This is an optimization exercise on Yosys and OpenROAD, whose aim is small area, not a production implementation. In this exercise RTL edits were held to simulation tests only and were not proved equivalent to the original. Power is estimated from default activity; no workload was simulated.

== north ==
## DSP
module DSP
(
    input clock,
    input i_reset,
    input [3:0] i_sw,
    output signed [10:0] fir_Q,
    output signed [10:0] fir_I,
    output [63:0] o_bits_count_Q,
    output [63:0] o_error_count_Q,
    output [63:0] o_bits_count_I,
    output [63:0] o_error_count_I
);
localparam NB_CHECK = 511;
wire tick;
enable_signal u_enable_signal (
    .clock(clock),
    .i_reset(i_reset),
    .i_sw(i_sw[1:0]),
    .BR_clock(tick)
);
wire prbs_Q, prbs_I;
wire [4:0] hist_Q, hist_I;
prbs u_prbs (
    .clock(clock),
    .i_reset(i_reset),
    .i_advance(i_sw[0] & tick),
    .o_Q(prbs_Q),
    .o_I(prbs_I),
    .o_hist_Q(hist_Q),
    .o_hist_I(hist_I)
);
reg [1:0] address;
always @(posedge clock, negedge i_reset) begin
  if (!i_reset)
    address <= 2'b00;
  else if (tick)
    address <= 2'b00;
  else
    address <= address + 1'b1;
end
wire signed [8:0] sum_Q, sum_I;
fir u_fir_Q (.i_sim(prbs_Q), .i_hist(hist_Q), .i_phase(address), .o_sum(sum_Q));
fir u_fir_I (.i_sim(prbs_I), .i_hist(hist_I), .i_phase(address), .o_sum(sum_I));
reg signed [8:0] sal_fir_Q, sal_fir_I;
always @(posedge clock, negedge i_reset) begin
  if (!i_reset) begin
    sal_fir_Q <= 9'd0;
    sal_fir_I <= 9'd0;
  end
  else begin
    sal_fir_Q <= sum_Q;
    sal_fir_I <= sum_I;
  end
end
assign fir_Q = {{2{sal_fir_Q[8]}}, sal_fir_Q};
  ...
Size: about 1300 flip-flops, roughly 52000 um^2 of cells after synthesis.
Settings: LEC_CHECK=0, CAP_MARGIN=20, CORE_MARGIN=2, CORE_UTILIZATION=60, SLEW_MARGIN=20, SYNTH_HIERARCHICAL=1; clock period 10.0 ns.
standard.sh (not shown) runs the stock make flow with config.mk's settings and CLKGATE_MAP_FILE= SYNTH_SCRIPT=/design/flow/synth_recipe.tcl, a recipe that flattens the netlist after the stock synthesis.
==> flow/flow/run.sh <==
#!/bin/bash
# The standard layout (standard.sh, standard synthesis unchanged) with
# two changes: the port buffers use the smallest buffer cell, and clock tree
# synthesis clusters up to 26 sinks per leaf buffer without dummy loads.
set -euo pipefail
export BUFFER_PORTS_ARGS="-buffer_cell sky130_fd_sc_hd__buf_1"
export CTS_ARGS="-sink_clustering_enable -repair_clock_nets -dont_use_dummy_load -sink_clustering_size 26 -sink_clustering_max_diameter 90"
bash standard.sh > standard.log 2>&1
Input changes introduced in south (baseline for comparison: north):
# north
export LEC_CHECK = 0
export CAP_MARGIN = 20
export CORE_MARGIN = 2
export CORE_UTILIZATION = 60
export SLEW_MARGIN = 20
export SYNTH_HIERARCHICAL = 1
create_clock -name core_clock -period 10.0 [get_ports {clock}]
# south
export LEC_CHECK = 0
export CAP_MARGIN = 20
export CORE_MARGIN = 2
export CORE_UTILIZATION = 40
export SLEW_MARGIN = 20
export SYNTH_HIERARCHICAL = 1
create_clock -name core_clock -period 10.0 [get_ports {clock}]
[summary]
- south against north; tapcell count is up by more than half.
- Having completed the whole flow, south delivered a layout that passed the timing, design-rule and antenna checks.
- i_sw[1] as the launching instance or port of the critical path was reported by south, and locked by north.
- Detailed route, south vs north: via total lower for south
- south vs. north: design area went up by about 1.6%.
- Worst setup path endpoint: u_BER_Q.ref_r -> north, u_bits_hi.q[31] -> south
- Higher fraction of standard cell area that is sequential among south and north: north
- Largest net degree at the start of global routing, south vs north: up by a little under 10%
- On worst-margin pin slew, north tracks south almost exactly.
- Diff north..south | synthesized-area fraction occupied by xor and xnor cells | unchanged
- | part of the total power dissipated in sequential elements | higher: north |

========
the reference run:
DSP, a different RTL version from the one above (not shown whole).
For scale: about 3,200 cells after synthesis, about 52,000 sq um of cells after synthesis.
Settings: LEC_CHECK=0, CAP_MARGIN=20, CORE_MARGIN=2, CORE_UTILIZATION=40, SLEW_MARGIN=20, SYNTH_HIERARCHICAL=1; clock period 10.0 ns.
==> flow/flow/run.sh <==
#!/bin/bash
# The standard layout (standard.sh, standard synthesis unchanged) with
# two changes: the port buffers use the smallest buffer cell, and clock tree
# synthesis clusters up to 24 sinks per leaf buffer without dummy loads.
set -euo pipefail
export BUFFER_PORTS_ARGS="-buffer_cell sky130_fd_sc_hd__buf_1"
export CTS_ARGS="-sink_clustering_enable -repair_clock_nets -dont_use_dummy_load -sink_clustering_size 24 -sink_clustering_max_diameter 70"
bash standard.sh > standard.log 2>&1
Input changes introduced in the trial run (baseline for comparison: the reference run):
# the reference run
export LEC_CHECK = 0
export CAP_MARGIN = 20
export CORE_MARGIN = 2
export CORE_UTILIZATION = 40
export SLEW_MARGIN = 20
export SYNTH_HIERARCHICAL = 1
create_clock -name core_clock -period 10.0 [get_ports {clock}]
# the trial run
export LEC_CHECK = 0
export CAP_MARGIN = 10
export CORE_MARGIN = 2
export CORE_UTILIZATION = 40
export GPL_TIMING_DRIVEN = 0
export SLEW_MARGIN = 10
export SYNTH_HIERARCHICAL = 1
create_clock -name core_clock -period 10.0 [get_ports {clock}]
==> flow/flow/run.sh <==
#!/bin/bash
# The standard layout (standard.sh, standard synthesis unchanged) with
# two changes: the port buffers use the smallest buffer cell, and clock tree
# synthesis clusters up to 26 sinks per leaf buffer without dummy loads.
set -euo pipefail
export BUFFER_PORTS_ARGS="-buffer_cell sky130_fd_sc_hd__buf_1"
export CTS_ARGS="-sink_clustering_enable -repair_clock_nets -dont_use_dummy_load -sink_clustering_size 26 -sink_clustering_max_diameter 90"
bash standard.sh > standard.log 2>&1
Results
Looking at first-pass GRT wire length, the trial run sits 1100 um higher than the reference run does. Compared with the reference run, in the trial run level count of the clock H-tree shrank by 1, clock-buffer cell count shrank by 26, fraction of standard cell area in multi-input logic lost 0.50 points, final critical-path setup slack went down. Number of remaining DRC errors came out exactly the same in the trial run and the reference run. Compared with the reference run, the trial run shows a higher clock edge transition at the registers on the reported setup and hold paths. The via-per-instance ratio of the reference run and that of the trial run are within noise of each other. Combinational share of power: higher on the trial run.

## static timing again, ports no longer ideal
The results above use ideal ports. As a check the final layouts listed here were re-extracted and re-timed, cells and wires unchanged.
Step 1, drivers: a clkbuf_16 drives clock and a buf_2 each remaining input, both assumed.
Step 2 times the ports against the registers' clock, not the clock port: input delays grow and output delays shrink by t, the midpoint of the rising clock arrivals with the driver on.
Slacks: ideal ports / drivers / drivers and shift; pairs: ideal ports / drivers.
| run | t (ns) | setup WS [ns] | worst setup path after step 2 | latest minus earliest clock arrival (ns) | pins driven straight from the clock port |
|---|---|---|---|---|---|
| north | 0.702 | 4.659 / 4.659 / 4.064 | input to register | 0.075 / 0.075 | 1 |
| south | 0.770 | 4.614 / 4.653 / 3.883 | input to register | 0.160 / 0.161 | 1 |
| the reference run | 0.747 | 4.718 / 4.768 / 4.021 | input to register | 0.076 / 0.076 | 1 |
| the trial run | 0.748 | 4.711 / 4.751 / 4.003 | input to register | 0.166 / 0.166 | 1 |
After both steps every run listed still meets setup and hold. For south, which loses most, drivers alone change the setup slack by +0.039 ns; drivers and shift together by -0.731 ns.
